Context: an optimization exercise on an open-source flow, tuned for small area. The choices shown serve that exercise and are no tape-out recipe. RTL that was checked went through simulation tests only; none was proved equivalent to the original. For runs 2 and 3, only the layout was checked, not whether the RTL still works. Power figures rest on the tool's default switching activity, not on a simulated workload.

File: constraint.sdc
create_clock -name core_clock -period 5.5 [get_ports {clk}]
set_input_delay 1.1000 -clock core_clock [delete_from_list [all_inputs] [get_ports {clk}]]
set_output_delay 1.1000 -clock core_clock [all_outputs]
set_load 0.01 [all_outputs]
File: flow/run.sh
#!/bin/bash
# Layout flow: the standard layout (standard.sh) with a smaller buffer
# cell on the ports (every port is still buffered) and a clock tree built
# from clkbuf_4/clkbuf_8 without dummy loads.  standard.sh's output goes to
# standard.log; ORFS's per-step logs stay under orfs/logs/.
set -euo pipefail
export BUFFER_PORTS_ARGS="-buffer_cell sky130_fd_sc_hd__buf_2"
export CTS_ARGS="-sink_clustering_enable -repair_clock_nets -buf_list {sky130_fd_sc_hd__clkbuf_4 sky130_fd_sc_hd__clkbuf_8} -dont_use_dummy_load"
bash standard.sh > standard.log 2>&1
File: standard.sh
#!/bin/bash
# synth_recipe.tcl (not shown) runs the flow's synth.tcl, then flattens the netlist and writes it again
# the make line also repeats each setting of config.mk as NAME=value (left out here)
make -C /OpenROAD-flow-scripts/flow DESIGN_CONFIG=/design/flow/config.mk WORK_HOME=/design/flow/orfs CLKGATE_MAP_FILE= SYNTH_SCRIPT=/design/flow/synth_recipe.tcl "${@:-finish}"
File: config.mk
export PLATFORM = sky130hd
export DESIGN_NAME = mul_tree_bf16_12
export DESIGN_NICKNAME = mul_tree_bf16_12
export VERILOG_FILES = /design/flow/design.v
export SDC_FILE = /design/flow/constraint.sdc
export NUM_CORES = 4
export LEC_CHECK = 0
export CAP_MARGIN = 20
export CORE_MARGIN = 2
export CORE_UTILIZATION = 65
export SLEW_MARGIN = 20
File: design.v
module bf16_mul_front(
    input  [15:0] a,
    input  [15:0] b,
    output [17:0] w
);
  wire       sa = a[15], sb = b[15];
  wire [7:0] ea = a[14:7], eb = b[14:7];
  wire [6:0] fa = a[6:0], fb = b[6:0];
  wire a_max = &ea, b_max = &eb;
  wire a_zer = ~|ea, b_zer = ~|eb;
  wire a_fz  = ~|fa, b_fz  = ~|fb;
  wire nan   = (a_max & ~a_fz) | (b_max & ~b_fz) |
               (a_max & b_zer & b_fz) | (b_max & a_zer & a_fz);
  wire inf   = a_max | b_max;
  wire zer   = a_zer | b_zer;
  wire [8:0] S   = ea + eb + 9'd1;
  wire       ulo = ~S[8] & (~S[7] | ~|S[6:0]);     
  wire       uhi = S[8] & (S[7:0] > 8'd124);       
  wire       nrm = ~nan & ~inf & ~zer & ~ulo & ~uhi;    
  wire       big = ~nan & (inf | (~zer & uhi));         
  wire [7:0] e0  = {~S[7], S[6:0]};
  wire t1 = (fa[0]&fb[6]) ^ (fa[1]&fb[5]);
  wire t2 = (fa[0]&fb[6]) & (fa[1]&fb[5]);
  wire t3 = fa[0] ^ fb[0] ^ (fa[1]&fb[6]);
  wire t4 = (fa[0] & fb[0]) | (fa[0] & (fa[1]&fb[6])) | (fb[0] & (fa[1]&fb[6]));
  wire t5 = (fa[2]&fb[5]) ^ (fa[3]&fb[4]);
  wire t6 = (fa[2]&fb[5]) & (fa[3]&fb[4]);
  wire t7 = fa[1] ^ fb[1] ^ (fa[2]&fb[6]);
  wire t8 = (fa[1] & fb[1]) | (fa[1] & (fa[2]&fb[6])) | (fb[1] & (fa[2]&fb[6]));
  wire t9 = (fa[3]&fb[5]) ^ (fa[4]&fb[4]);
  wire t10 = (fa[3]&fb[5]) & (fa[4]&fb[4]);
  wire t11 = fa[2] ^ fb[2] ^ (fa[3]&fb[6]);
  wire t12 = (fa[2] & fb[2]) | (fa[2] & (fa[3]&fb[6])) | (fb[2] & (fa[3]&fb[6]));
  wire t13 = (fa[0]&fb[4]) ^ (fa[1]&fb[3]);
  wire t14 = (fa[0]&fb[4]) & (fa[1]&fb[3]);
  wire t15 = (fa[0]&fb[5]) ^ (fa[1]&fb[4]) ^ (fa[2]&fb[3]);
  wire t16 = ((fa[0]&fb[5]) & (fa[1]&fb[4])) | ((fa[0]&fb[5]) & (fa[2]&fb[3])) | ((fa[1]&fb[4]) & (fa[2]&fb[3]));
  wire t17 = (fa[3]&fb[2]) ^ (fa[4]&fb[1]);
  wire t18 = (fa[3]&fb[2]) & (fa[4]&fb[1]);
  wire t19 = (fa[2]&fb[4]) ^ (fa[3]&fb[3]) ^ (fa[4]&fb[2]);
  wire t20 = ((fa[2]&fb[4]) & (fa[3]&fb[3])) | ((fa[2]&fb[4]) & (fa[4]&fb[2])) | ((fa[3]&fb[3]) & (fa[4]&fb[2]));
  wire t21 = (fa[5]&fb[1]) ^ (fa[6]&fb[0]) ^ t1;
  wire t22 = ((fa[5]&fb[1]) & (fa[6]&fb[0])) | ((fa[5]&fb[1]) & t1) | ((fa[6]&fb[0]) & t1);
  wire t23 = (fa[4]&fb[3]) ^ (fa[5]&fb[2]) ^ (fa[6]&fb[1]);
  wire t24 = ((fa[4]&fb[3]) & (fa[5]&fb[2])) | ((fa[4]&fb[3]) & (fa[6]&fb[1])) | ((fa[5]&fb[2]) & (fa[6]&fb[1]));
  wire t25 = t3 ^ t5 ^ t2;
  wire t26 = (t3 & t5) | (t3 & t2) | (t5 & t2);
  wire t27 = (fa[5]&fb[3]) ^ (fa[6]&fb[2]) ^ t7;
  wire t28 = ((fa[5]&fb[3]) & (fa[6]&fb[2])) | ((fa[5]&fb[3]) & t7) | ((fa[6]&fb[2]) & t7);
  wire t29 = t9 ^ t4 ^ t6;
  wire t30 = (t9 & t4) | (t9 & t6) | (t4 & t6);
  wire t31 = (fa[4]&fb[5]) ^ (fa[5]&fb[4]) ^ (fa[6]&fb[3]);
  wire t32 = ((fa[4]&fb[5]) & (fa[5]&fb[4])) | ((fa[4]&fb[5]) & (fa[6]&fb[3])) | ((fa[5]&fb[4]) & (fa[6]&fb[3]));
  wire t33 = t11 ^ t8 ^ t10;
  wire t34 = (t11 & t8) | (t11 & t10) | (t8 & t10);
  wire t35 = fa[3] ^ fb[3] ^ (fa[4]&fb[6]);
  wire t36 = (fa[3] & fb[3]) | (fa[3] & (fa[4]&fb[6])) | (fb[3] & (fa[4]&fb[6]));
  wire t37 = (fa[5]&fb[5]) ^ (fa[6]&fb[4]) ^ t12;
  wire t38 = ((fa[5]&fb[5]) & (fa[6]&fb[4])) | ((fa[5]&fb[5]) & t12) | ((fa[6]&fb[4]) & t12);
  wire t39 = fa[4] ^ fb[4] ^ (fa[5]&fb[6]);
  wire t40 = (fa[4] & fb[4]) | (fa[4] & (fa[5]&fb[6])) | (fb[4] & (fa[5]&fb[6]));
  wire t41 = (fa[0]&fb[3]) ^ (fa[1]&fb[2]);
  wire t42 = (fa[0]&fb[3]) & (fa[1]&fb[2]);
  wire t43 = (fa[2]&fb[2]) ^ (fa[3]&fb[1]) ^ (fa[4]&fb[0]);
  wire t44 = ((fa[2]&fb[2]) & (fa[3]&fb[1])) | ((fa[2]&fb[2]) & (fa[4]&fb[0])) | ((fa[3]&fb[1]) & (fa[4]&fb[0]));
  wire t45 = (fa[5]&fb[0]) ^ t15 ^ t17;
  wire t46 = ((fa[5]&fb[0]) & t15) | ((fa[5]&fb[0]) & t17) | (t15 & t17);
  wire t47 = t19 ^ t21 ^ t16;
  wire t48 = (t19 & t21) | (t19 & t16) | (t21 & t16);
  wire t49 = t23 ^ t25 ^ t20;
  wire t50 = (t23 & t25) | (t23 & t20) | (t25 & t20);
  wire t51 = t27 ^ t29 ^ t24;
  wire t52 = (t27 & t29) | (t27 & t24) | (t29 & t24);
  wire t53 = t31 ^ t33 ^ t28;
  wire t54 = (t31 & t33) | (t31 & t28) | (t33 & t28);
  wire t55 = t35 ^ t37 ^ t32;
  wire t56 = (t35 & t37) | (t35 & t32) | (t37 & t32);
  wire t57 = (fa[6]&fb[5]) ^ t39 ^ t36;
  wire t58 = ((fa[6]&fb[5]) & t39) | ((fa[6]&fb[5]) & t36) | (t39 & t36);
  wire t59 = fa[5] ^ fb[5] ^ (fa[6]&fb[6]);
  wire t60 = (fa[5] & fb[5]) | (fa[5] & (fa[6]&fb[6])) | (fb[5] & (fa[6]&fb[6]));
  wire t61 = (fa[0]&fb[2]) ^ (fa[1]&fb[1]);
  wire t62 = (fa[0]&fb[2]) & (fa[1]&fb[1]);
  wire t63 = (fa[2]&fb[1]) ^ (fa[3]&fb[0]) ^ t41;
  wire t64 = ((fa[2]&fb[1]) & (fa[3]&fb[0])) | ((fa[2]&fb[1]) & t41) | ((fa[3]&fb[0]) & t41);
  wire t65 = t13 ^ t43 ^ t42;
  wire t66 = (t13 & t43) | (t13 & t42) | (t43 & t42);
  wire t67 = t14 ^ t45 ^ t44;
  wire t68 = (t14 & t45) | (t14 & t44) | (t45 & t44);
  wire t69 = t18 ^ t47 ^ t46;
  wire t70 = (t18 & t47) | (t18 & t46) | (t47 & t46);
  wire t71 = t22 ^ t49 ^ t48;
  wire t72 = (t22 & t49) | (t22 & t48) | (t49 & t48);
  wire t73 = t26 ^ t51 ^ t50;
  wire t74 = (t26 & t51) | (t26 & t50) | (t51 & t50);
  wire t75 = t30 ^ t53 ^ t52;
  wire t76 = (t30 & t53) | (t30 & t52) | (t53 & t52);
  wire t77 = t34 ^ t55 ^ t54;
  wire t78 = (t34 & t55) | (t34 & t54) | (t55 & t54);
  wire t79 = t38 ^ t57 ^ t56;
  wire t80 = (t38 & t57) | (t38 & t56) | (t57 & t56);
  wire t81 = t40 ^ t59 ^ t58;
  wire t82 = (t40 & t59) | (t40 & t58) | (t59 & t58);
  wire t83 = fa[6] ^ fb[6] ^ t60;
  wire t84 = (fa[6] & fb[6]) | (fa[6] & t60) | (fb[6] & t60);
  wire [15:0] pr0 = {1'b0, 1'b1, t83, t81, t79, t77, t75, t73, t71, t69, t67, t65, t63, (fa[2]&fb[0]), (fa[0]&fb[1]), (fa[0]&fb[0])};
  wire [15:0] pr1 = {1'b0, t84, t82, t80, t78, t76, t74, t72, t70, t68, t66, t64, t62, t61, (fa[1]&fb[0]), 1'b0};
  wire [9:0] u;
  wire [15:0] p = pr0 + pr1;
  assign u = p[15:6];
  wire st = (fa[0]&fb[0]) | (fa[0]&fb[1]) | (fa[0]&fb[2]) | (fa[0]&fb[3]) | (fa[0]&fb[4]) | (fa[0]&fb[5]) | (fa[1]&fb[0]) | (fa[1]&fb[1]) | (fa[1]&fb[2]) | (fa[1]&fb[3]) | (fa[1]&fb[4]) | (fa[2]&fb[0]) | (fa[2]&fb[1]) | (fa[2]&fb[2]) | (fa[2]&fb[3]) | (fa[3]&fb[0]) | (fa[3]&fb[1]) | (fa[3]&fb[2]) | (fa[4]&fb[0]) | (fa[4]&fb[1]) | (fa[5]&fb[0]);
  wire       h    = u[9];
  wire [6:0] n0   = u[7:1];           
  wire [6:0] n1   = u[8:2];           
  wire       rnd0 = u[0] & (st | n0[0]);
  wire       rnd1 = u[1] & (st | u[0] | n1[0]);
  wire [6:0] n    = h ? n1 : n0;
  wire       rnd  = h ? rnd1 : rnd0;
  wire [7:0] e0f = nrm ? e0 : {8{nan | big}};
  wire [6:0] nf  = nrm ? n  : {nan, 6'd0};
  assign w = {(sa ^ sb) | nan, e0f, h & nrm, rnd & nrm, nf};
endmodule
module bf16_mul_back(
    input  [17:0] w,
    output [15:0] z
);
  wire       s   = w[17];
  wire [7:0] e0  = w[16:9];
  wire       h   = w[8];
  wire       rnd = w[7];
  wire [6:0] n   = w[6:0];
  wire [6:0] m   = n + rnd;
  wire       ovf = h & rnd & (&n);
  wire [7:0] ez  = e0 + h + ovf;
  assign z = {s, ez, m};
endmodule
module mul_tree_bf16_12(
        input clk,
        input rst,
        input [(4*32-1):0] mul_ins,
        input mul_stb,
        input [1:0] mode,
        output reg [(4*16-1):0] outputs,
        output reg [3:0] final_output_stbs_1
    );
  reg        s1, v1, v2, v3;    
  reg        m2;                
  reg [17:0] w0, w1, w2, w3;    
  reg [17:0] x0, x1;            
  reg [17:0] y0;                
  wire [17:0] w0_d, w1_d, w2_d, w3_d, x0_d, x1_d, y0_d;
  wire [15:0] p0, p1, p2, p3, q0, q1, r0;
  wire [15:0] q1_a = m2 ? 16'h3f80 : p3;
  bf16_mul_front f_p0 (.a(mul_ins[31:16]),   .b(mul_ins[15:0]),   .w(w0_d));
  bf16_mul_front f_p1 (.a(mul_ins[63:48]),   .b(mul_ins[47:32]),  .w(w1_d));
  bf16_mul_front f_p2 (.a(mul_ins[95:80]),   .b(mul_ins[79:64]),  .w(w2_d));
  bf16_mul_front f_p3 (.a(mul_ins[127:112]), .b(mul_ins[111:96]), .w(w3_d));
  bf16_mul_back  b_p0 (.w(w0), .z(p0));
  bf16_mul_back  b_p1 (.w(w1), .z(p1));
  bf16_mul_back  b_p2 (.w(w2), .z(p2));
  bf16_mul_back  b_p3 (.w(w3), .z(p3));
  bf16_mul_front f_q0 (.a(p1),   .b(p0), .w(x0_d));
  bf16_mul_front f_q1 (.a(q1_a), .b(p2), .w(x1_d));
  bf16_mul_back  b_q0 (.w(x0), .z(q0));
  bf16_mul_back  b_q1 (.w(x1), .z(q1));
  bf16_mul_front f_r0 (.a(q0), .b(q1), .w(y0_d));
  bf16_mul_back  b_r0 (.w(y0), .z(r0));
  always @(posedge clk) begin
    w0 <= w0_d; w1 <= w1_d; w2 <= w2_d; w3 <= w3_d;
    x0 <= x0_d; x1 <= x1_d;
    y0 <= y0_d;
    m2 <= (mode == 2'b10);
    if (rst) begin
      s1 <= 1'b0; v1 <= 1'b0; v2 <= 1'b0; v3 <= 1'b0;
    end else begin
      s1 <= mul_stb; v1 <= s1; v2 <= v1; v3 <= v2;
    end
  end
  always @(*) begin
    case (mode)
      2'b00: begin
        final_output_stbs_1 = {v1, v1, v1, v1};
        outputs = {p3, p2, p1, p0};
      end
      2'b01: begin
        final_output_stbs_1 = {2'b00, v2, v2};
        outputs = {p3, p2, q1, q0};
      end
      2'b10: begin
        final_output_stbs_1 = {2'b00, v1, v3};
        outputs = {p3, p2, p3, r0};
      end
      default: begin
        final_output_stbs_1 = {3'b000, v3};
        outputs = {p3, p2, p3, r0};
      end
    endcase
  end
endmodule
==> results of run 1 <==
==> layer usage <==
metal  wire (µm)  vias to the layer above
met5           0                        -
met4        1920                        0
li1            -                     9757
met2       28500                      631
met3        3860                      126
met1       24300                     9656
==> kinds of logic after synthesis <==
group | Yosys count
simple gates | 983
fa+ha+maj | 518
compound gates | 498
buf+inv | 363
xor+xnor | 145
flops | 131
mux | 42
==> area by class of cell <==
| class | instances | area [µm²] |
|---|---|---|
| Timing Repair Buffer | 316 | 1870 |
| Inverter | 320 | 1200 |
| Tap cell | 455 | 569 |
| Clock buffer | 17 | 234 |
| Sequential cell | 131 | 2620 |
| Antenna cell | 1 | 2.50 |
| Fill cell | 2780 | 9160 |
| Multi-Input combinational cell | 2186 | 18700 |
==> repair_timing <==
| item | 4_1_cts | 5_1_grt |
|---|---|---|
| setup buffers | 0 | 8 |
| gates resized for setup | 0 | 32 |
| setup endpoints to repair | 0 | 18 |
==> worst max-delay path: stages, from the launching register on <==
cell and delay (ps):
dfxtp_1 350, ha_2 220, ha_2 210, inv_1 50
or3_1 380, a21oi_2 190, nand2_1 100, fa_1 500
fa_1 510, inv_1 60, fa_1 450, ha_1 310
and2_1 170, a221oi_2 320, a2bb2oi_2 230, nand3_2 110
a41o_1 320, a21oi_4 180, mux2_2 350, nor4b_1 250
==> Yosys cell counts, drive strengths merged (10+ instances only) <==
cell	instances	area share
nand4	51	0.014
or2	15	0.0042
dfxtp	131	0.12
o31ai	13	0.0043
o21bai	15	0.0050
a21oi	93	0.021
mux2	10	0.0050
or4	13	0.0043
a2111oi	12	0.0048
clkbuf	27	0.0045
nor4	42	0.012
o21a	30	0.010
o21ai	151	0.034
xnor2	92	0.036
nand2b	24	0.0067
nand3	57	0.013
a21boi	11	0.0037
nor3	54	0.012
nor2	206	0.034
o22ai	10	0.0028
a21o	31	0.010
or3	25	0.0069
and3	29	0.0080
and4	11	0.0043
ha	259	0.14
a22oi	10	0.0033
buf	16	0.0043
o211ai	14	0.0055
nor2b	37	0.010
mux2i	32	0.014
nand2	201	0.033
and2	185	0.051
a31oi	20	0.0055
a211oi	32	0.011
fa	259	0.23
xor2	53	0.021
inv	318	0.053
==> worst paths after layout <==
path	startpoint	endpoint	slack (ps)	depth (start not counted)
setup / recovery	w3[0]	x1[4]	140	19
hold / removal	s1	v1	440	1
setup reg to reg	w3[0]	x1[4]	140	19
hold reg to reg	s1	v1	440	1
==> registers in the layout, summed over array words and instances (netlist names) <==
name  count
w0       18
v1        1
w1       18
v2        1
w3       18
y0       18
x0       18
v3        1
x1       18
m2        1
w2       18
s1        1
==> power breakdown <==
group          total (mW)  switching [mW]  internal (mW)
registers            1.61           0.297           1.31
clock network       0.609           0.338          0.271
logic                9.78            5.57           4.21
total                12.0            6.20           5.79
==> stage by stage <==
stage,util,hold slack [ps]
2_1_floorplan,-,414
3_3_place_gp,0.720,422
3_5_place_dp,0.720,436
4_1_cts,0.726,452
5_1_grt,0.733,462
6_report,0.733,444
==> summary.txt, run 1 <==
Synth Register Bits=roughly 130; Core Footprint=0.0344 mm²; Post-Syn Area=0.0226 mm²; Worst Skew=between 20 and 25 ps; design area=0.0252 mm²; gr busiest metal=met2; Clock Latency Late Sink=between 400 and 500 ps; Hold WC Path Type=reg -> reg; Post-synth EDFFs=0; pre-CTS WS=between 7 and 8 ps; CP endpoint kind=flip-flop; io pins=approximately 200; XOR/XNOR share of the synthesized area=0.0566; Yosys warning count=1; root buffer cell=clkbuf_8; number of global-route vias before repair=20300; Final setup viols=0; commonest non-fill, non-tap cell in the layout=inv_1; Setup crit start kind=flip-flop; outcome=finished clean; IO Port Bufs=200; overall power=about 12 mW; fmax=about 190 MHz; placed cell area=0.0247 mm²; period utilisation layout=0.974; CTS buffer count=17; Slew @ Worst Pin=between 800 and 900 ps; Hold Violations, Final=0; library cells used by synthesis=88; mux contribution to synthesized area=0.0192; Starting Density=0.656; routed length per instance=about 17 µm; Hold-fix buffers, CTS=0; required time worst endpoint=slightly below 6000 ps; via count=between 20000 and 25000; initial antenna violation count=1; simple-gate share of the synthesized area=0.227; Slew headroom=0.414; met3 usage=0.0570; Power Density=about 480 mW/mm²; fin worst setup slack=about 140 ps; GRT Total Usage=0.331; share of layout cells above drive strength 1=0.136; Most used DFF post-synth=dfxtp_1; crit path DAT=5730 ps; Die ar.=approximately 0.036 mm²; Cell Count, Final, Fillers Out=approximately 3400; Post-DRT Antenna Nets=0; syn_area_per_cell=~8.4 µm²; WS Path Type=reg -> reg; maximum vdd drop=about 0.58 mV; minimum clock period=approximately 5400 ps; critical path fanouts, max=4; asr flop ratio synth=0; GRT overflow=0; CTS tree=built; synthesized instance count=2680; Adder-Cell Fraction of Synth Area=0.374; largest family of logic cells by synthesized area=adder cells; Synthesized Nets=~3300; Worst-path clk slew=around 80 ps; most frequent cells in the layout=315 x inv_1, 259 x fa_1, 250 x ha_1; DRT iter0 DRCs=about 1100; Slew Limit Fails=0; met2 usage=0.586; WL final=58.6 mm; die height=~190 µm; H-tree Lvls=4; num rows=68; Clock Path Buffers=2; post-DR vias/cell=approximately 5.9; LEAKAGE=between 10 and 15 nW; Post-Route Setup TNS=0 ps; met1 Use GR=0.408; GPL Wtd Cong=~1; sequential-to-total area share from yosys stat=0.116; DRC=0; largest net degree at the start of global routing=38; max-cap viol count=0; Synth Area in Compound Gates=0.145; # placed instances=between 3000 and 4000; area grow syn2layout=11.8%; dpl hpwl=approximately 49 mm; Die Width=roughly 190 µm; router iterations before antenna repair=5; TritonCTS Sinks=131; final net count=roughly 3600; global-route wire length before repair=97.0 mm
==> run 2: changes to the inputs <==
--- a/design.v
+++ b/design.v
@@ -15,3 +15,11 @@
   wire zer   = a_zer | b_zer;
-  wire [8:0] S   = ea + eb + 9'd1;
+  wire [8:0] S;
+  wire [8:0] ec;
+  assign ec[0] = 1'b1;
+  genvar j;
+  generate for (j = 0; j < 8; j = j + 1) begin : eadd
+    assign S[j]    = ea[j] ^ eb[j] ^ ec[j];
+    assign ec[j+1] = (ea[j] & eb[j]) | (ea[j] & ec[j]) | (eb[j] & ec[j]);
+  end endgenerate
+  assign S[8] = ec[8];
   wire       ulo = ~S[8] & (~S[7] | ~|S[6:0]);     
@@ -107,5 +115,140 @@
   wire [15:0] pr1 = {1'b0, t84, t82, t80, t78, t76, t74, t72, t70, t68, t66, t64, t62, t61, (fa[1]&fb[0]), 1'b0};
-  wire [9:0] u;
+  wire [9:0] u;                       
   wire [15:0] p = pr0 + pr1;
   assign u = p[15:6];
+  wire st = (fa[0]&fb[0]) | (fa[0]&fb[1]) | (fa[0]&fb[2]) | (fa[0]&fb[3]) | (fa[0]&fb[4]) | (fa[0]&fb[5]) | (fa[1]&fb[0]) | (fa[1]&fb[1]) | (fa[1]&fb[2]) | (fa[1]&fb[3]) | (fa[1]&fb[4]) | (fa[2]&fb[0]) | (fa[2]&fb[1]) | (fa[2]&fb[2]) | (fa[2]&fb[3]) | (fa[3]&fb[0]) | (fa[3]&fb[1]) | (fa[3]&fb[2]) | (fa[4]&fb[0]) | (fa[4]&fb[1]) | (fa[5]&fb[0]);
+  wire       h    = u[9];
+  wire [6:0] n0   = u[7:1];           
+  wire [6:0] n1   = u[8:2];           
+  wire       rnd0 = u[0] & (st | n0[0]);
+  wire       rnd1 = u[1] & (st | u[0] | n1[0]);
+  wire [6:0] n    = h ? n1 : n0;
+  wire       rnd  = h ? rnd1 : rnd0;
+  wire [7:0] e0f = nrm ? e0 : {8{nan | big}};
+  wire [6:0] nf  = nrm ? n  : {nan, 6'd0};
+  assign w = {(sa ^ sb) | nan, e0f, h & nrm, rnd & nrm, nf};
+endmodule
+module bf16_mul_front_lc(
+    input  [15:0] a,
+    input  [15:0] b,
+    output [17:0] w
+);
+  wire       sa = a[15], sb = b[15];
+  wire [7:0] ea = a[14:7], eb = b[14:7];
+  wire [6:0] fa = a[6:0], fb = b[6:0];
+  wire a_max = &ea, b_max = &eb;
+  wire a_zer = ~|ea, b_zer = ~|eb;
+  wire a_fz  = ~|fa, b_fz  = ~|fb;
+  wire nan   = (a_max & ~a_fz) | (b_max & ~b_fz) |
+               (a_max & b_zer & b_fz) | (b_max & a_zer & a_fz);
+  wire inf   = a_max | b_max;
+  wire zer   = a_zer | b_zer;
+  wire [8:0] S;
+  wire [8:0] ec;
+  assign ec[0] = 1'b1;
+  genvar j;
+  generate for (j = 0; j < 8; j = j + 1) begin : eadd
+    assign S[j]    = ea[j] ^ eb[j] ^ ec[j];
+    assign ec[j+1] = (ea[j] & eb[j]) | (ea[j] & ec[j]) | (eb[j] & ec[j]);
+  end endgenerate
+  assign S[8] = ec[8];
+  wire       ulo = ~S[8] & (~S[7] | ~|S[6:0]);     
+  wire       uhi = S[8] & (S[7:0] > 8'd124);       
+  wire       nrm = ~nan & ~inf & ~zer & ~ulo & ~uhi;    
+  wire       big = ~nan & (inf | (~zer & uhi));         
+  wire [7:0] e0  = {~S[7], S[6:0]};
+  wire t1 = (fa[0]&fb[6]) ^ (fa[1]&fb[5]);
+  wire t2 = (fa[0]&fb[6]) & (fa[1]&fb[5]);
+  wire t3 = fa[0] ^ fb[0] ^ (fa[1]&fb[6]);
+  wire t4 = (fa[0] & fb[0]) | (fa[0] & (fa[1]&fb[6])) | (fb[0] & (fa[1]&fb[6]));
+  wire t5 = (fa[2]&fb[5]) ^ (fa[3]&fb[4]);
+  wire t6 = (fa[2]&fb[5]) & (fa[3]&fb[4]);
+  wire t7 = fa[1] ^ fb[1] ^ (fa[2]&fb[6]);
+  wire t8 = (fa[1] & fb[1]) | (fa[1] & (fa[2]&fb[6])) | (fb[1] & (fa[2]&fb[6]));
+  wire t9 = (fa[3]&fb[5]) ^ (fa[4]&fb[4]);
+  wire t10 = (fa[3]&fb[5]) & (fa[4]&fb[4]);
+  wire t11 = fa[2] ^ fb[2] ^ (fa[3]&fb[6]);
+  wire t12 = (fa[2] & fb[2]) | (fa[2] & (fa[3]&fb[6])) | (fb[2] & (fa[3]&fb[6]));
+  wire t13 = (fa[0]&fb[4]) ^ (fa[1]&fb[3]);
+  wire t14 = (fa[0]&fb[4]) & (fa[1]&fb[3]);
+  wire t15 = (fa[0]&fb[5]) ^ (fa[1]&fb[4]) ^ (fa[2]&fb[3]);
+  wire t16 = ((fa[0]&fb[5]) & (fa[1]&fb[4])) | ((fa[0]&fb[5]) & (fa[2]&fb[3])) | ((fa[1]&fb[4]) & (fa[2]&fb[3]));
+  wire t17 = (fa[3]&fb[2]) ^ (fa[4]&fb[1]);
+  wire t18 = (fa[3]&fb[2]) & (fa[4]&fb[1]);
+  wire t19 = (fa[2]&fb[4]) ^ (fa[3]&fb[3]) ^ (fa[4]&fb[2]);
+  wire t20 = ((fa[2]&fb[4]) & (fa[3]&fb[3])) | ((fa[2]&fb[4]) & (fa[4]&fb[2])) | ((fa[3]&fb[3]) & (fa[4]&fb[2]));
+  wire t21 = (fa[5]&fb[1]) ^ (fa[6]&fb[0]) ^ t1;
+  wire t22 = ((fa[5]&fb[1]) & (fa[6]&fb[0])) | ((fa[5]&fb[1]) & t1) | ((fa[6]&fb[0]) & t1);
+  wire t23 = (fa[4]&fb[3]) ^ (fa[5]&fb[2]) ^ (fa[6]&fb[1]);
+  wire t24 = ((fa[4]&fb[3]) & (fa[5]&fb[2])) | ((fa[4]&fb[3]) & (fa[6]&fb[1])) | ((fa[5]&fb[2]) & (fa[6]&fb[1]));
+  wire t25 = t3 ^ t5 ^ t2;
+  wire t26 = (t3 & t5) | (t3 & t2) | (t5 & t2);
+  wire t27 = (fa[5]&fb[3]) ^ (fa[6]&fb[2]) ^ t7;
+  wire t28 = ((fa[5]&fb[3]) & (fa[6]&fb[2])) | ((fa[5]&fb[3]) & t7) | ((fa[6]&fb[2]) & t7);
+  wire t29 = t9 ^ t4 ^ t6;
+  wire t30 = (t9 & t4) | (t9 & t6) | (t4 & t6);
+  wire t31 = (fa[4]&fb[5]) ^ (fa[5]&fb[4]) ^ (fa[6]&fb[3]);
+  wire t32 = ((fa[4]&fb[5]) & (fa[5]&fb[4])) | ((fa[4]&fb[5]) & (fa[6]&fb[3])) | ((fa[5]&fb[4]) & (fa[6]&fb[3]));
+  wire t33 = t11 ^ t8 ^ t10;
+  wire t34 = (t11 & t8) | (t11 & t10) | (t8 & t10);
+  wire t35 = fa[3] ^ fb[3] ^ (fa[4]&fb[6]);
+  wire t36 = (fa[3] & fb[3]) | (fa[3] & (fa[4]&fb[6])) | (fb[3] & (fa[4]&fb[6]));
+  wire t37 = (fa[5]&fb[5]) ^ (fa[6]&fb[4]) ^ t12;
+  wire t38 = ((fa[5]&fb[5]) & (fa[6]&fb[4])) | ((fa[5]&fb[5]) & t12) | ((fa[6]&fb[4]) & t12);
+  wire t39 = fa[4] ^ fb[4] ^ (fa[5]&fb[6]);
+  wire t40 = (fa[4] & fb[4]) | (fa[4] & (fa[5]&fb[6])) | (fb[4] & (fa[5]&fb[6]));
+  wire t41 = (fa[0]&fb[3]) ^ (fa[1]&fb[2]);
+  wire t42 = (fa[0]&fb[3]) & (fa[1]&fb[2]);
+  wire t43 = (fa[2]&fb[2]) ^ (fa[3]&fb[1]) ^ (fa[4]&fb[0]);
+  wire t44 = ((fa[2]&fb[2]) & (fa[3]&fb[1])) | ((fa[2]&fb[2]) & (fa[4]&fb[0])) | ((fa[3]&fb[1]) & (fa[4]&fb[0]));
+  wire t45 = (fa[5]&fb[0]) ^ t15 ^ t17;
+  wire t46 = ((fa[5]&fb[0]) & t15) | ((fa[5]&fb[0]) & t17) | (t15 & t17);
+  wire t47 = t19 ^ t21 ^ t16;
+  wire t48 = (t19 & t21) | (t19 & t16) | (t21 & t16);
+  wire t49 = t23 ^ t25 ^ t20;
+  wire t50 = (t23 & t25) | (t23 & t20) | (t25 & t20);
+  wire t51 = t27 ^ t29 ^ t24;
+  wire t52 = (t27 & t29) | (t27 & t24) | (t29 & t24);
+  wire t53 = t31 ^ t33 ^ t28;
+  wire t54 = (t31 & t33) | (t31 & t28) | (t33 & t28);
+  wire t55 = t35 ^ t37 ^ t32;
+  wire t56 = (t35 & t37) | (t35 & t32) | (t37 & t32);
+  wire t57 = (fa[6]&fb[5]) ^ t39 ^ t36;
+  wire t58 = ((fa[6]&fb[5]) & t39) | ((fa[6]&fb[5]) & t36) | (t39 & t36);
+  wire t59 = fa[5] ^ fb[5] ^ (fa[6]&fb[6]);
+  wire t60 = (fa[5] & fb[5]) | (fa[5] & (fa[6]&fb[6])) | (fb[5] & (fa[6]&fb[6]));
+  wire t61 = (fa[0]&fb[2]) ^ (fa[1]&fb[1]);
+  wire t62 = (fa[0]&fb[2]) & (fa[1]&fb[1]);
+  wire t63 = (fa[2]&fb[1]) ^ (fa[3]&fb[0]) ^ t41;
+  wire t64 = ((fa[2]&fb[1]) & (fa[3]&fb[0])) | ((fa[2]&fb[1]) & t41) | ((fa[3]&fb[0]) & t41);
+  wire t65 = t13 ^ t43 ^ t42;
+  wire t66 = (t13 & t43) | (t13 & t42) | (t43 & t42);
+  wire t67 = t14 ^ t45 ^ t44;
+  wire t68 = (t14 & t45) | (t14 & t44) | (t45 & t44);
+  wire t69 = t18 ^ t47 ^ t46;
+  wire t70 = (t18 & t47) | (t18 & t46) | (t47 & t46);
+  wire t71 = t22 ^ t49 ^ t48;
+  wire t72 = (t22 & t49) | (t22 & t48) | (t49 & t48);
+  wire t73 = t26 ^ t51 ^ t50;
+  wire t74 = (t26 & t51) | (t26 & t50) | (t51 & t50);
+  wire t75 = t30 ^ t53 ^ t52;
+  wire t76 = (t30 & t53) | (t30 & t52) | (t53 & t52);
+  wire t77 = t34 ^ t55 ^ t54;
+  wire t78 = (t34 & t55) | (t34 & t54) | (t55 & t54);
+  wire t79 = t38 ^ t57 ^ t56;
+  wire t80 = (t38 & t57) | (t38 & t56) | (t57 & t56);
+  wire t81 = t40 ^ t59 ^ t58;
+  wire t82 = (t40 & t59) | (t40 & t58) | (t59 & t58);
+  wire t83 = fa[6] ^ fb[6] ^ t60;
+  wire t84 = (fa[6] & fb[6]) | (fa[6] & t60) | (fb[6] & t60);
+  wire [15:0] pr0 = {1'b0, 1'b1, t83, t81, t79, t77, t75, t73, t71, t69, t67, t65, t63, (fa[2]&fb[0]), (fa[0]&fb[1]), (fa[0]&fb[0])};
+  wire [15:0] pr1 = {1'b0, t84, t82, t80, t78, t76, t74, t72, t70, t68, t66, t64, t62, t61, (fa[1]&fb[0]), 1'b0};
+  wire [9:0] u;                       
+  wire [6:0] lc;
+  assign lc[0] = 1'b0;
+  genvar k;
+  generate for (k = 0; k < 6; k = k + 1) begin : lca
+    assign lc[k+1] = (pr0[k] & pr1[k]) | (pr0[k] & lc[k]) | (pr1[k] & lc[k]);
+  end endgenerate
+  assign u = pr0[15:6] + pr1[15:6] + lc[6];
   wire st = (fa[0]&fb[0]) | (fa[0]&fb[1]) | (fa[0]&fb[2]) | (fa[0]&fb[3]) | (fa[0]&fb[4]) | (fa[0]&fb[5]) | (fa[1]&fb[0]) | (fa[1]&fb[1]) | (fa[1]&fb[2]) | (fa[1]&fb[3]) | (fa[1]&fb[4]) | (fa[2]&fb[0]) | (fa[2]&fb[1]) | (fa[2]&fb[2]) | (fa[2]&fb[3]) | (fa[3]&fb[0]) | (fa[3]&fb[1]) | (fa[3]&fb[2]) | (fa[4]&fb[0]) | (fa[4]&fb[1]) | (fa[5]&fb[0]);
@@ -153,6 +296,6 @@
   wire [15:0] q1_a = m2 ? 16'h3f80 : p3;
-  bf16_mul_front f_p0 (.a(mul_ins[31:16]),   .b(mul_ins[15:0]),   .w(w0_d));
-  bf16_mul_front f_p1 (.a(mul_ins[63:48]),   .b(mul_ins[47:32]),  .w(w1_d));
-  bf16_mul_front f_p2 (.a(mul_ins[95:80]),   .b(mul_ins[79:64]),  .w(w2_d));
-  bf16_mul_front f_p3 (.a(mul_ins[127:112]), .b(mul_ins[111:96]), .w(w3_d));
+  bf16_mul_front_lc f_p0 (.a(mul_ins[31:16]),   .b(mul_ins[15:0]),   .w(w0_d));
+  bf16_mul_front_lc f_p1 (.a(mul_ins[63:48]),   .b(mul_ins[47:32]),  .w(w1_d));
+  bf16_mul_front_lc f_p2 (.a(mul_ins[95:80]),   .b(mul_ins[79:64]),  .w(w2_d));
+  bf16_mul_front_lc f_p3 (.a(mul_ins[127:112]), .b(mul_ins[111:96]), .w(w3_d));
   bf16_mul_back  b_p0 (.w(w0), .z(p0));
==> run 2 against run 1 <==
Final cell count is 0.20% lower; largest power group unchanged; global-route usage about the same; clock-buffer cell count unchanged; sequential share of layout area about the same; core utilization up 4.0 points; critical endpoint is now y0[3]; wire length decreased by 0.89%; area after synthesis is 3.8% lower; worst setup slack got worse by 10 ps.
==> summary.txt, run 2 <==
initial antenna violation count=2 (+1); most frequent cells after synthesis=447 x inv_1, 309 x fa_1, 192 x nor2_1, 190 x ha_1, 172 x nand2_1; LEAKAGE=12.4 nW (+0.44%); largest net degree at the start of global routing=43 (+13%); RSZ-0062 raised after global routing=yes; WL final=58.1 mm (-0.89%); DRC=0 (unchanged); Slew headroom=0.440 (+0.0261); Synth Register Bits=131 (unchanged); maximum vdd drop=0.397 mV (-31%); Die Width=187 µm (-1.9%); Synth area leaders=fa_1 29%, dfxtp_1 12%, ha_1 11%; Worst Skew=27.0 ps (+6.95 ps); library cells used by synthesis=76 (-14%); period utilisation layout=0.976 (+0.00182); CTS buffer count=17 (unchanged); Core Util, Final=0.774 (+0.0403); num rows=66 (-2.9%); Synth area leader=fa_1; Core Footprint=0.0327 mm² (-4.9%); critical path fanouts, max=7 (+3); via count=19700 (-2.3%); crit path DAT=5750 ps (+20 ps); Worst-path clk slew=80 ps (about the same); minimum clock period=5370 ps (+10.0 ps); synthesized instance count=2609 (-2.6%); fin worst setup slack=132 ps (-10.0 ps); Clock Latency Late Sink=450 ps (-20 ps); Most used DFF post-synth=dfxtp_1; root buffer cell=clkbuf_8; number of global-route vias before repair=19900 (-1.6%); syn_area_per_cell=8.32 µm² (-1.1%); io pins=201 (unchanged); GPL Wtd Cong=0.995 (+1.1%); max-cap viol count=0 (unchanged); DRT iter0 DRCs=1335 (+23%); router iterations before antenna repair=5 (unchanged); Synth top area share=0.285 (+0.0551); commonest non-fill, non-tap cell in the layout=inv_1; Synthesized Nets=3241 (-2.7%); Hold-fix buffers, CTS=0 (unchanged); Die ar.=0.0349 mm² (-3.7%); Slew Limit Fails=0 (unchanged); Hold WC Path Type=reg -> reg; outcome=finished clean; Post-DRT Antenna Nets=0 (unchanged); dpl hpwl=48.3 mm (-2.1%); post-DR vias/cell=5.76 (-2.1%); Final setup viols=0 (unchanged); CP endpoint kind=flip-flop; most frequent cells in the layout=444 x inv_1, 290 x fa_1, 201 x buf_2; Post-Syn Area=0.0217 mm² (-3.8%); sequential-to-total area share from yosys stat=0.121 (+0.00455); most common cell in the synthesized netlist=inv_1; Starting Density=0.664 (+0.00756); area grow syn2layout=16.6%; die height=187 µm (-1.9%); pre-CTS WS=-136 ps (-144 ps); WS Path Type=reg -> reg; fmax=186 MHz (-0.19%); asr flop ratio synth=0 (unchanged); Yosys warning count=1 (unchanged); Power Density=545 mW/mm² (+15%); TritonCTS Sinks=131 (unchanged); CTS tree=built; required time worst endpoint=5880 ps (about the same); global-route wire length before repair=95.4 mm (-1.7%); Post-synth EDFFs=0 (unchanged); Setup crit start kind=flip-flop; IO Port Bufs=200 (unchanged); Slew @ Worst Pin=840 ps (-32.8 ps); Fill cells=2484 (-11%); GRT Total Usage=0.331 (+0.000341); H-tree Lvls=4 (unchanged); Clock Path Buffers=2 (unchanged); Hold Violations, Final=0 (unchanged); GRT overflow=0 (unchanged); final net count=3610 (-0.36%); routed length per instance=17.0 µm (-0.68%); share of layout cells above drive strength 1=0.182 (+0.0458)
## run 2: cell count changes after synthesis, sizes merged, moves of 20 or more
cell	change
inv	+129
ha	-69
fa	+50
nand2	-29
nand3	+29
xnor2	-27
a211oi	-23
o21ai	+23
a21o	-20
o21a	-20
## run 2: repair_timing
action	in CTS	in global routing
cloned	0	1
pin swaps	7	50
endpoints found under the hold margin	0	0
endpoints found under the setup margin	31	46
buffers inserted	0	11
gates resized for setup	14	91
## run 2: cell type report
class                   instances  area, µm²  area share
repair buffers                399       2500      0.0990
flip-flops and latches        131       2630       0.104
clock buffers                  17        234     0.00925
multi-input cells            1982      17700       0.699
well taps                     442        553      0.0219
diodes                          1       2.50   0.0000989
inverters                     447       1680      0.0663
## run 2: critical path, cell delays in order, from the launching register on
cell	delay [ps]
dfxtp_1	330
ha_4	180
ha_4	170
nand2_1	90
xor2_1	190
inv_1	110
and2_1	180
fa_1	440
fa_1	500
inv_1	60
fa_1	500
inv_1	50
fa_1	510
ha_4	210
buf_4	140
a21oi_1	190
nor2b_2	90
nor4_4	300
a21oi_4	100
a211oi_2	330
buf_4	220
nor4_1	50
a21oi_1	130
and4bb_2	220
## run 2: cells by family after synthesis
kind of cell,Yosys count,share of synthesized area
and+or+nand+nor,915,0.220
DFF,131,0.121
adders and majority gates,503,0.396
xor gates and xnor gates,116,0.0468
AOI/OAI and AO/OA,421,0.117
muxes,27,0.0127
buffers and inverters,496,0.0869
## run 2: through the flow
stage	setup TNS (ps)	total power, mW	hold WS (ps)	cells	instance area (µm²)
floorplan	-14.2	8.90	414	2609	21800
global placement	-11.9	11.9	426	3389	24500
detailed placement	-2060	12.2	422	3389	24500
CTS	0	12.9	457	3406	24800
global route	-353	15.2	482	3418	25300
finish	0	13.8	456	3419	25300
## run 2: final timing paths
path	startpoint	endpoint	slack [ps]	depth (start not counted)
worst min-delay path	s1	v1	460	1
worst min register to register	s1	v1	460	1
worst max-delay path	x1[7]	y0[3]	130	23
worst max register to register	x1[7]	y0[3]	130	23
## run 2: routing by layer
layer	track usage	up-vias	part of all wire
met1	0.443	9506	0.42
li1	-	9306	-
met5	0	-	0.00021
met4	0.110	2	0.033
met3	0.0393	117	0.066
met2	0.562	766	0.48
## run 2: power by group
group	total (mW)	internal, mW	switching, mW
registers	1.68	1.36	0.323
clock network	0.584	0.271	0.313
logic	11.5	5.06	6.46
total	13.8	6.70	7.09
==> run 3: changes to the inputs <==
--- a/design.v
+++ b/design.v
@@ -304,7 +304,7 @@
   bf16_mul_back  b_p3 (.w(w3), .z(p3));
-  bf16_mul_front f_q0 (.a(p1),   .b(p0), .w(x0_d));
-  bf16_mul_front f_q1 (.a(q1_a), .b(p2), .w(x1_d));
+  bf16_mul_front_lc f_q0 (.a(p1),   .b(p0), .w(x0_d));
+  bf16_mul_front_lc f_q1 (.a(q1_a), .b(p2), .w(x1_d));
   bf16_mul_back  b_q0 (.w(x0), .z(q0));
   bf16_mul_back  b_q1 (.w(x1), .z(q1));
-  bf16_mul_front f_r0 (.a(q0), .b(q1), .w(y0_d));
+  bf16_mul_front_lc f_r0 (.a(q0), .b(q1), .w(y0_d));
   bf16_mul_back  b_r0 (.w(y0), .z(r0));
==> run 3 against run 2 <==
Worst setup slack better by 36 ps; sequential power is 3% higher; via count is 1.7% lower; critical path type unchanged; critical path depth is 2 lower; total power is 8.8% higher; sequential share of layout area hardly changed; synthesized cell count is 1.2% lower; largest power group unchanged; cell area is 0.18% lower; core utilization is 1.5 points lower.
==> summary.txt, run 3 <==
outcome=finished clean; Hold Violations, Final=0 (unchanged); n_diodes=0 (-1); delay-heaviest family, CP=adder cells; Flop pwr share=0.115 (-0.007); minimum clock period=5330 ps (-35.7 ps); overall power=15.0 mW (+8.8%); DRT iter0 DRCs=1058 (-21%); syn_area_per_cell=8.44 µm² (+1.5%); synthesized instance count=2577 (-1.2%); RSZ-0062 raised after global routing=yes; required time worst endpoint=5900 ps (+20 ps); Clock Latency Late Sink=470 ps (+20 ps); Power Density=594 mW/mm² (+9.0%); DRC=0 (unchanged); GPL Wtd Cong=0.988 (-0.68%); critical path fanouts, max=4 (-3); max-cap viol count=0 (unchanged); root buffer cell=clkbuf_8; Clock Path Buffers=2 (unchanged); routed wl met3=3.07 mm (-20%); Most used DFF post-synth=dfxtp_1; H-tree Lvls=4 (unchanged); Starting Density=0.654 (-0.00994); dpl hpwl=48.5 mm (+0.24%); Synth top area share=0.290 (+0.00482); Core Util, Final=0.759 (-0.0148); Synth Register Bits=131 (unchanged); most frequent cells in the layout=481 x inv_1, 287 x fa_1, 200 x buf_2; Post-synth EDFFs=0 (unchanged); Synthesized Nets=3200 (-1.3%); combinational share of power=0.846 (+0.010); most frequent cells after synthesis=484 x inv_1, 315 x fa_1, 196 x nor2_1, 175 x ha_1, 163 x nand2_1; commonest non-fill, non-tap cell in the layout=inv_1; Hold-fix buffers, CTS=0 (unchanged); TritonCTS Sinks=131 (unchanged); CTS tree=built; period utilisation layout=0.969 (-0.00649); Crit path top cell by count=fa_1; LEAKAGE=12.2 nW (-1.8%); crit-path cells=buf_4 -> ha_1 -> ha_4 -> xor2_2 -> nand2b_1 -> buf_4 -> nor2_1 -> fa_1 -> inv_1 -> fa_1 -> fa_1 -> fa_1 -> inv_1 -> ha_1 -> nor2b_1 -> o31a_1 -> or4_1 -> nand4_1 -> nor3b_1 -> a2111o_1 -> nand2_1; Post-Syn Area=0.0218 mm² (+0.25%); CTS buffer count=17 (unchanged); Psw=7.74 mW (+9.1%); Core Footprint=0.0333 mm² (+1.8%); num rows=67 (+1.5%); Max stage delay on crit path=550 ps (+40 ps); asr flop ratio synth=0 (unchanged); Synth area leaders=fa_1 29%, dfxtp_1 12%, ha_1 10%; WS Path Type=reg -> reg; Yosys warning count=1 (unchanged); maximum vdd drop=0.841 mV (+110%); Worst Skew=40.2 ps (+13.2 ps); GRT Total Usage=0.333 (+0.00140); Met2 Routed Length=28.5 mm (+2.6%); Post-DRT Antenna Nets=0 (unchanged); Die ar.=0.0350 mm² (+0.24%); share of layout cells above drive strength 1=0.182 (+0.000187); post-DR vias/cell=5.69 (-1.2%); final net count=3576 (-0.94%); Setup crit start kind=flip-flop; Slew Limit Fails=0 (unchanged); area grow syn2layout=16.1%; Int Pwr=7.27 mW (+8.6%); io pins=201 (unchanged); most common cell in the synthesized netlist=inv_1; clock power share=0.039 (-0.003); Die Width=187 µm (+0.12%); via count=19400 (-1.7%); wl on met1=23.5 mm (-3.9%); library cells used by synthesis=81 (+6.6%); global-route wire length before repair=95.5 mm (+0.16%); CP max stage cell=fa_1; Crit path buffers/inverters=4 (-1); routed length per instance=16.8 µm (-1.1%); sequential-to-total area share from yosys stat=0.121 (-0.000299); sw frac=0.516 (+0.00120); number of global-route vias before repair=20000 (+0.52%); Final setup viols=0 (unchanged); die height=187 µm (+0.12%); CP endpoint kind=flip-flop; crit path DAT=5730 ps (-20 ps); Synth area leader=fa_1; Slew headroom=0.225 (-0.214); IO Port Bufs=200 (unchanged); Worst-path clk slew=70 ps (about the same); highest routed layer=met4; initial antenna violation count=0 (-2); Slew @ Worst Pin=1150 ps (+311 ps); largest net degree at the start of global routing=38 (-12%); WL final=57.1 mm (-1.7%); fmax=188 MHz (+0.67%); router iterations before antenna repair=6 (+1); GRT overflow=0 (unchanged); Hold WC Path Type=reg -> reg
[run 3: cell families after synthesis]
group | Yosys count | synth area share
AO/OA/AOI/OAI | 367 | 0.110
XOR/XNOR | 109 | 0.0439
adder cells (fa/ha/maj) | 497 | 0.394
buffers and inverters | 532 | 0.0932
flip-flops | 131 | 0.121
multiplexers | 60 | 0.0279
AND/OR/NAND/NOR | 881 | 0.211
[run 3: layout make-up]
| type | count | area, µm² |
|---|---|---|
| sequential | 131 | 2640 |
| tap | 448 | 561 |
| clock buffer | 17 | 234 |
| fill | 2568 | 8020 |
| timing repair buffer | 402 | 2540 |
| multi-input combinational | 1916 | 17500 |
| inverter | 485 | 1820 |
[run 3: worst paths after layout]
check	endpoint	from	cells after the start	slack, ps
worst max-delay path	x1[6]	w3[0]	21	170
worst min-delay path	v2	v1	1	470
worst max register to register	x1[6]	w3[0]	21	170
worst min register to register	v2	v1	1	470
[run 3: layer usage]
metal  GRT usage  up-vias
li1            -     9186
met1       0.411     9431
met2       0.598      601
met3      0.0465      138
met4       0.115        0
met5           0        -
[run 3: worst reg2reg max path: stages (launching register included)]
cell and delay (ps):
dfxtp_1 310, buf_4 130, ha_1 250, ha_4 190, xor2_2 180, nand2b_1 140
buf_4 160, nor2_1 60, fa_1 510, inv_1 60, fa_1 550, fa_1 430
fa_1 510, inv_1 40, ha_1 320, nor2b_1 170, o31a_1 250, or4_1 400
nand4_1 140, nor3b_1 70, a2111o_1 340, nand2_1 70
[run 3: power by group through the flow]
stage / registers (mW) / clock network, mW / logic [mW]
3_3_place_gp: 1.70 / 0 / 11.5
6_report: 1.73 / 0.589 / 12.7
3_5_place_dp: 1.72 / 0 / 11.9
5_1_grt: 1.78 / 0.636 / 14.2
4_1_cts: 1.71 / 0.597 / 12.2
2_1_floorplan: 1.63 / 0 / 8.53
[run 3: repair_timing]
item / in CTS / in global routing
endpoints found under the setup margin: 28 / 49
buffers inserted: 9 / 12
pin swaps: 15 / 53
resized for setup: 20 / 63
gates cloned: 2 / 0
[run 3: through the flow]
stage	hold WS [ps]	area, µm²	std cells	setup TNS, ps	setup WS, ps
after global placement	453	24500	3359	-81.6	-38.6
after floorplan	414	21800	2577	0	4.09
after global routing	486	25300	3399	-414	-76.1
after CTS	472	24900	3387	0	5.79
after detailed placement	463	24500	3359	-2730	-241
final	474	25300	3399	0	168
==> run 4: changes to the inputs <==
--- a/design.v
+++ b/design.v
@@ -15,11 +15,3 @@
   wire zer   = a_zer | b_zer;
-  wire [8:0] S;
-  wire [8:0] ec;
-  assign ec[0] = 1'b1;
-  genvar j;
-  generate for (j = 0; j < 8; j = j + 1) begin : eadd
-    assign S[j]    = ea[j] ^ eb[j] ^ ec[j];
-    assign ec[j+1] = (ea[j] & eb[j]) | (ea[j] & ec[j]) | (eb[j] & ec[j]);
-  end endgenerate
-  assign S[8] = ec[8];
+  wire [8:0] S = ea + eb + 9'd1;
   wire       ulo = ~S[8] & (~S[7] | ~|S[6:0]);     
@@ -116,4 +108,9 @@
   wire [9:0] u;                       
-  wire [15:0] p = pr0 + pr1;
-  assign u = p[15:6];
+  wire [6:0] lc;
+  assign lc[0] = 1'b0;
+  genvar k;
+  generate for (k = 0; k < 6; k = k + 1) begin : lca
+    assign lc[k+1] = (pr0[k] & pr1[k]) | (pr0[k] & lc[k]) | (pr1[k] & lc[k]);
+  end endgenerate
+  assign u = pr0[15:6] + pr1[15:6] + lc[6];
   wire st = (fa[0]&fb[0]) | (fa[0]&fb[1]) | (fa[0]&fb[2]) | (fa[0]&fb[3]) | (fa[0]&fb[4]) | (fa[0]&fb[5]) | (fa[1]&fb[0]) | (fa[1]&fb[1]) | (fa[1]&fb[2]) | (fa[1]&fb[3]) | (fa[1]&fb[4]) | (fa[2]&fb[0]) | (fa[2]&fb[1]) | (fa[2]&fb[2]) | (fa[2]&fb[3]) | (fa[3]&fb[0]) | (fa[3]&fb[1]) | (fa[3]&fb[2]) | (fa[4]&fb[0]) | (fa[4]&fb[1]) | (fa[5]&fb[0]);
@@ -130,3 +127,3 @@
 endmodule
-module bf16_mul_front_lc(
+module bf16_mul_front_in(
     input  [15:0] a,
@@ -274,3 +271,9 @@
   wire [6:0] n   = w[6:0];
-  wire [6:0] m   = n + rnd;
+  wire [6:0] mc;
+  assign mc[0] = rnd;
+  genvar k;
+  generate for (k = 1; k < 7; k = k + 1) begin : inc
+    assign mc[k] = rnd & (&n[k-1:0]);
+  end endgenerate
+  wire [6:0] m   = n ^ mc;
   wire       ovf = h & rnd & (&n);
@@ -296,6 +299,6 @@
   wire [15:0] q1_a = m2 ? 16'h3f80 : p3;
-  bf16_mul_front_lc f_p0 (.a(mul_ins[31:16]),   .b(mul_ins[15:0]),   .w(w0_d));
-  bf16_mul_front_lc f_p1 (.a(mul_ins[63:48]),   .b(mul_ins[47:32]),  .w(w1_d));
-  bf16_mul_front_lc f_p2 (.a(mul_ins[95:80]),   .b(mul_ins[79:64]),  .w(w2_d));
-  bf16_mul_front_lc f_p3 (.a(mul_ins[127:112]), .b(mul_ins[111:96]), .w(w3_d));
+  bf16_mul_front_in f_p0 (.a(mul_ins[31:16]),   .b(mul_ins[15:0]),   .w(w0_d));
+  bf16_mul_front_in f_p1 (.a(mul_ins[63:48]),   .b(mul_ins[47:32]),  .w(w1_d));
+  bf16_mul_front_in f_p2 (.a(mul_ins[95:80]),   .b(mul_ins[79:64]),  .w(w2_d));
+  bf16_mul_front_in f_p3 (.a(mul_ins[127:112]), .b(mul_ins[111:96]), .w(w3_d));
   bf16_mul_back  b_p0 (.w(w0), .z(p0));
@@ -304,7 +307,7 @@
   bf16_mul_back  b_p3 (.w(w3), .z(p3));
-  bf16_mul_front_lc f_q0 (.a(p1),   .b(p0), .w(x0_d));
-  bf16_mul_front_lc f_q1 (.a(q1_a), .b(p2), .w(x1_d));
+  bf16_mul_front f_q0 (.a(p1),   .b(p0), .w(x0_d));
+  bf16_mul_front f_q1 (.a(q1_a), .b(p2), .w(x1_d));
   bf16_mul_back  b_q0 (.w(x0), .z(q0));
   bf16_mul_back  b_q1 (.w(x1), .z(q1));
-  bf16_mul_front_lc f_r0 (.a(q0), .b(q1), .w(y0_d));
+  bf16_mul_front f_r0 (.a(q0), .b(q1), .w(y0_d));
   bf16_mul_back  b_r0 (.w(y0), .z(r0));
==> flow/run.sh (replaced) <==
#!/bin/bash
# Layout flow: the standard layout (standard.sh) with a smaller buffer
# cell on the ports (every port is still buffered) and a clock tree built
# from clkbuf_4/clkbuf_8 without dummy loads. Timing-driven global
# placement steers placement but does not keep its buffering.  standard.sh's output goes to
# standard.log; ORFS's per-step logs stay under orfs/logs/.
set -euo pipefail
export BUFFER_PORTS_ARGS="-buffer_cell sky130_fd_sc_hd__buf_2"
export GPL_KEEP_OVERFLOW=0
export CTS_ARGS="-sink_clustering_enable -repair_clock_nets -buf_list {sky130_fd_sc_hd__clkbuf_4 sky130_fd_sc_hd__clkbuf_8} -dont_use_dummy_load"
bash standard.sh > standard.log 2>&1
==> run 4 against run 3 <==
Total power shrank 3.4%; register-to-register slack got worse by 40 ps; still clean; final cell count is 2.4% lower; synthesized cell count grew 3.5%; clock skew fell by 13 ps; clock power increased by 4.1%; flip-flop and latch count stayed put; sequential share of layout area rose by 0.41 points; critical path type unchanged; first-iteration DRC count is 8.0% higher; area after synthesis up 0.55%; worst setup slack worse by 38 ps; via count fell by 1.8%.
==> summary.txt, run 4 <==
Slew Limit Fails=0 (unchanged); Post-Route Setup TNS=0 ps (unchanged); Worst Skew=27.5 ps (-12.7 ps); TritonCTS Sinks=131 (unchanged); final net count=3489 (-2.4%); Setup crit start kind=flip-flop; CP max stage cell=fa_1; IO Port Bufs=200 (unchanged); initial antenna violation count=4 (+4); Yosys warning count=1 (unchanged); Hold Violations, Final=0 (unchanged); CTS buffer count=17 (unchanged); Hold WC Path Type=reg -> reg; crit-path cells=and4_4 -> nand4_1 -> xor2_2 -> buf_4 -> buf_4 -> nor2_2 -> fa_1 -> fa_1 -> inv_1 -> fa_1 -> fa_1 -> inv_1 -> ha_1 -> nor2b_1 -> o21ai_1 -> a21oi_2 -> o41ai_4 -> mux2_2 -> o31ai_1 -> mux2_4; Hold-fix buffers, CTS=0 (unchanged); register area=0.00264 mm² (-0.14%); LEAKAGE=11.5 nW (-5.7%); Post-Syn Area=0.0219 mm² (+0.55%); Die Width=187 µm (+0.27%); Final setup viols=0 (unchanged); Synth area leaders=fa_1 27%, dfxtp_1 12%, ha_1 11%; most common cell in the synthesized netlist=inv_1; Synth area leader=fa_1; Synthesized Nets=3287 (+2.7%); Synth top area share=0.272 (-0.0181); # placed instances=3273 (-2.6%); largest net degree at the start of global routing=60 (+58%); io pins=201 (unchanged); Clock Latency Late Sink=470 ps (about the same); area grow syn2layout=10.9%; share of layout cells above drive strength 1=0.125 (-0.0571); Critical R2R Launch=x1[0]; post-DR vias/cell=5.73 (+0.64%); dpl hpwl=46.1 mm (-4.9%); Int Pwr=6.68 mW (-8.2%); global-route wire length before repair=91.8 mm (-3.9%); required time worst endpoint=5900 ps (about the same); synthesized instance count=2668 (+3.5%); Clock Path Buffers=2 (unchanged); num rows=67 (unchanged); design area=0.0243 mm² (-3.9%); Slew headroom=0.245 (+0.0200); max-cap viol count=0 (unchanged); Flop pwr share=0.123 (+0.008); Crit path top cell by count=fa_1; Worst-path clk slew=80 ps (about the same); Crit. Startpoint=x1[0]; WL final=56.0 mm (-2.0%); area of the multi-input gates=0.0177 mm² (+1.5%); combinational share of power=0.835 (-0.011); Starting Density=0.656 (+0.00196); GRT Total Usage=0.321 (-0.0117); GRT overflow=0 (unchanged); Most used DFF post-synth=dfxtp_1; fmax=186 MHz (-0.71%); outcome=finished clean; sw frac=0.539 (+0.0238); DRC=0 (unchanged); WS Path Type=reg -> reg; die height=187 µm (+0.27%); hold path startpoint=v1; root buffer cell=clkbuf_8; Core Footprint=0.0334 mm² (+0.25%); minimum clock period=5370 ps (+37.9 ps); Synth Register Bits=131 (unchanged); GPL Wtd Cong=0.946 (-4.2%); number of global-route vias before repair=19000 (-5.1%); asr flop ratio synth=0 (unchanged); sequential-to-total area share from yosys stat=0.120 (-0.000662); RSZ-0062 raised after global routing=yes; most frequent cells after synthesis=503 x inv_1, 297 x fa_1, 233 x nor2_1, 189 x ha_1, 177 x nand2_1; Max stage delay on crit path=510 ps (-40 ps); Cell Count, Final, Fillers Out=3318 (-2.4%); hold slack=468 ps (-5.73 ps); Worst Hold Depth=1 (unchanged); Power Density=597 mW/mm² (+0.52%); CTS tree=built; critical path fanouts, max=5 (+1); Register-to-Register Path Depth=20 (-4.8%); Post-DRT Antenna Nets=0 (unchanged); library cells used by synthesis=71 (-12%); maximum vdd drop=0.794 mV (-5.7%); Fill cells=2731 (+6.3%); Slew @ Worst Pin=1130 ps (-19.4 ps); Die ar.=0.0351 mm² (+0.54%); CP endpoint kind=flip-flop; most frequent cells in the layout=496 x inv_1, 291 x fa_1, 225 x nor2_1; router iterations before antenna repair=5 (-1); DRT iter0 DRCs=1143 (+8.0%); via count=19000 (-1.8%); commonest non-fill, non-tap cell in the layout=inv_1; Psw=7.82 mW (+1.0%); period utilisation layout=0.976 (+0.00690); placed cell area=0.0233 mm² (-5.1%); Post-synth EDFFs=0 (unchanged); syn_area_per_cell=8.20 µm² (-2.9%); routed length per instance=16.9 µm (+0.40%); crit path DAT=5770 ps (+40 ps); H-tree Lvls=4 (unchanged); clock power share=0.042 (+0.003)
[run 4: cell types whose count changed after synthesis, sizes merged, moves of 15 or more]
cell | previous run | this run
nor2 | 196 | 233
o21ai | 126 | 152
xnor2 | 55 | 80
a21oi | 74 | 93
inv | 484 | 503
fa | 315 | 297
and2 | 160 | 143
nand2b | 17 | 33
a21o | 2 | 17
nand4 | 60 | 45
[run 4: area by class of cell]
type | instances | area share
Clock buffer | 17 | 0.00964
Timing Repair Buffer | 226 | 0.0498
Multi-Input combinational cell | 1990 | 0.731
Antenna cell | 2 | 0.000206
Inverter | 504 | 0.0780
Tap cell | 448 | 0.0231
Sequential cell | 131 | 0.109
[run 4: cell families (layout without fill, tap and decap cells)]
kind of cell    after synthesis  in the layout  share of synthesized area
fa+ha+maj                   490            490                      0.382
flops                       131            131                      0.120
simple gates                903            903                      0.209
other cells                   0              2                          0
mux                          52             52                     0.0244
compound gates              412            412                      0.117
buf+inv                     547            747                     0.0950
xor+xnor                    133            133                     0.0536
[run 4: through the flow]
| stage | power, mW | setup slack (ps) | util |
|---|---|---|---|
| finish | 14.5 | 130 | 0.727 |
| global route | 16.1 | -98.3 | 0.727 |
| CTS | 14.0 | -117 | 0.711 |
| detailed placement | 13.2 | -393 | 0.697 |
| global placement | 12.9 | -281 | 0.697 |
| floorplan | 10.5 | -3.82 | - |
[run 4: power by group through the flow]
stage	Clock, mW	Combinational (mW)	Sequential [mW]
finish	0.613	12.1	1.78
global route	0.657	13.6	1.83
CTS	0.619	11.6	1.73
detailed placement	0	11.5	1.73
global placement	0	11.1	1.72
floorplan	0	8.89	1.64
[run 4: worst paths after layout]
path         slack, ps    end
max                130  y0[6]
min                470     v2
max reg2reg        130  y0[6]
min reg2reg        470     v2
[run 4: critical path, delay by kind of cell (launching register included)]
family | cells | cell delay, ps
buffers and inverters | 4 | 380
and+or+nand+nor | 4 | 690
muxes | 2 | 570
DFF | 1 | 340
xor gates and xnor gates | 1 | 210
AOI/OAI and AO/OA | 4 | 940
adders and majority gates | 5 | 2150
[run 4: timing repair]
item	in CTS	in global routing
pin swaps	3	16
endpoints found under the setup margin	26	32
resized for setup	32	86
setup buffers	3	23
[run 4: layer usage]
metal | track usage | vias up | wire, µm
met5 | 0 | - | 24
met4 | 0.105 | 4 | 1820
met3 | 0.0501 | 114 | 3800
met2 | 0.548 | 671 | 26700
met1 | 0.420 | 9149 | 23600
li1 | - | 9078 | -
==> run 5: changes to the inputs <==
==> flow/run.sh (replaced) <==
#!/bin/bash
# Layout flow: the standard layout (standard.sh) with a smaller buffer
# cell on the ports (every port is still buffered) and a clock tree built
# from clkbuf_4/clkbuf_8 without dummy loads.  standard.sh's output goes to
# standard.log; ORFS's per-step logs stay under orfs/logs/.
set -euo pipefail
export BUFFER_PORTS_ARGS="-buffer_cell sky130_fd_sc_hd__buf_2"
export CTS_ARGS="-sink_clustering_enable -repair_clock_nets -buf_list {sky130_fd_sc_hd__clkbuf_4 sky130_fd_sc_hd__clkbuf_8} -dont_use_dummy_load"
bash standard.sh > standard.log 2>&1
--- a/config.mk
+++ b/config.mk
@@ -9,3 +9,3 @@
 export CORE_MARGIN = 2
-export CORE_UTILIZATION = 65
+export CORE_UTILIZATION = 75
 export SLEW_MARGIN = 20
==> run 5 against run 4 <==
First-iteration DRC count grew 38%; largest power group unchanged; largest cell class unchanged; critical path type unchanged; clock power decreased by 3%; critical endpoint unchanged; core utilization rose by 12 points; flip-flop and latch count unchanged; via count is 4.6% higher.
==> summary.txt, run 5 <==
outcome=finished clean; GPL Wtd Cong=0.988 (+4.4%); Reg2Reg Setup Slack=120 ps (about the same); DRT iter0 DRCs=1573 (+38%); Starting Density=0.762 (+0.107); Post-synth EDFFs=0 (unchanged); Post-DRT Antenna Nets=0 (unchanged); crit path DAT=5730 ps (-40 ps); delay-heaviest family, CP=adder cells; Power Density=611 mW/mm² (+2.4%); most frequent cells in the layout=501 x inv_1, 293 x fa_1, 231 x nor2_1; Post-Syn Area=0.0219 mm² (unchanged); Max stage delay on crit path=550 ps (+40 ps); sequential-to-total area share from yosys stat=0.120 (unchanged); Worst-path clk slew=80 ps (about the same); commonest non-fill, non-tap cell in the layout=inv_1; Synth top area share=0.272 (unchanged); CP endpoint kind=flip-flop; dpl hpwl=48.4 mm (+5.0%); root buffer cell=clkbuf_8; Most used DFF post-synth=dfxtp_1; Crit path top cell by count=fa_1; syn_area_per_cell=8.20 µm² (unchanged); Hold-fix buffers, CTS=0 (unchanged); Crit path buffers/inverters=3 (-1); placed cell area=0.0238 mm² (+2.3%); post-DR vias/cell=6.00 (+4.8%); final net count=3550 (+1.7%); TritonCTS Sinks=131 (unchanged); Setup crit start kind=flip-flop; Core Footprint=0.0287 mm² (-14%); Synth area leader=fa_1; io pins=201 (unchanged); maximum vdd drop=0.408 mV (-49%); Final setup viols=0 (unchanged); minimum clock period=5380 ps (+14.7 ps); register area=0.00263 mm² (-0.14%); die height=175 µm (-6.8%); required time worst endpoint=5850 ps (-50 ps); most frequent cells after synthesis=503 x inv_1, 297 x fa_1, 233 x nor2_1, 189 x ha_1, 177 x nand2_1; Synth Register Bits=131 (unchanged); WL final=58.0 mm (+3.7%); Die Width=175 µm (-6.8%); Clock Latency Late Sink=460 ps (about the same); most common cell in the synthesized netlist=inv_1; via count=19900 (+4.6%); Slew Limit Fails=0 (unchanged); num rows=62 (-7.5%); DRC=0 (unchanged)
==> run 5: cell types whose count changed in the layout (fill, tap and decap cells not counted), moves of 4 or more <==
cell | previous run | this run
buf_4 | 25 | 87
xor2_1 | 36 | 51
xnor2_1 | 67 | 76
xor2_2 | 9 | 1
xor2_4 | 8 | 1
nor2_1 | 225 | 231
inv_1 | 496 | 501
inv_2 | 7 | 2
xnor2_2 | 9 | 4
xnor2_4 | 4 | 0
==> run 5: path summary, 6_finish.rpt <==
path | cells after the start | start | endpoint
worst max-delay path | 20 | x1[1] | y0[6]
worst min-delay path | 1 | s1 | v1
worst max register to register | 20 | x1[1] | y0[6]
worst min register to register | 1 | s1 | v1
==> run 5: logic make-up (layout without fill, tap and decap cells) <==
kind of cell             Yosys count  count (layout)  share of synthesized area
AO/OA/AOI/OAI                    412             412                      0.117
buffers and inverters            547             808                     0.0950
multiplexers                      52              52                     0.0244
adder cells (fa/ha/maj)          490             490                      0.382
XOR/XNOR                         133             133                     0.0536
other                              0               1                          0
AND/OR/NAND/NOR                  903             903                      0.209
flip-flops                       131             131                      0.120
==> run 5: stage by stage <==
| stage | total power, mW | setup TNS, ps | hold WS, ps | worst slack [ps] | cells |
|---|---|---|---|---|---|
| 3_3_place_gp | 13.1 | 0 | 424 | 83.6 | 3290 |
| 2_1_floorplan | 10.5 | -3.82 | 414 | -3.82 | 2668 |
| 3_5_place_dp | 13.8 | -815 | 428 | -157 | 3290 |
| 5_1_grt | 16.3 | -109 | 468 | -63.2 | 3313 |
| 6_report | 14.8 | 0 | 450 | 116 | 3314 |
| 4_1_cts | 14.4 | 0 | 445 | 14.7 | 3308 |
==> run 5: what timing repair did <==
| action | 4_1_cts | 5_1_grt |
|---|---|---|
| endpoints found under the setup margin | 9 | 25 |
| pin swaps | 1 | 10 |
| gates resized for setup | 7 | 36 |
| setup buffers | 1 | 5 |
==> run 5: layout make-up <==
cell class / instances / share of cell area
Tap cell: 384 / 0.0198
Sequential cell: 131 / 0.109
Inverter: 504 / 0.0782
Timing Repair Buffer: 287 / 0.0683
Clock buffer: 17 / 0.00967
Antenna cell: 1 / 0.000103
Multi-Input combinational cell: 1990 / 0.715
==> run 5: power groups by stage <==
stage | logic (mW) | registers, mW | clock network [mW]
6_report | 12.5 | 1.75 | 0.596
5_1_grt | 13.9 | 1.79 | 0.634
4_1_cts | 12.1 | 1.72 | 0.591
3_5_place_dp | 12.0 | 1.74 | 0
3_3_place_gp | 11.4 | 1.72 | 0
2_1_floorplan | 8.89 | 1.64 | 0
==> run 5: per-layer routing <==
| layer | track usage | vias up | wire length (µm) |
|---|---|---|---|
| met3 | 0.0738 | 214 | 4790 |
| met5 | 0 | - | 31 |
| met2 | 0.678 | 953 | 28600 |
| met1 | 0.455 | 9527 | 22000 |
| met4 | 0.182 | 4 | 2640 |
| li1 | - | 9199 | - |

Re-timed with assumed drivers on the ports (clkbuf_16 on the clock, buf_2 on other inputs), run 5 has 0.116 ns of setup slack against 0.116 ns with ideal ports, and -0.101 ns once port delays also move by the mid clock arrival of 0.487 ns.
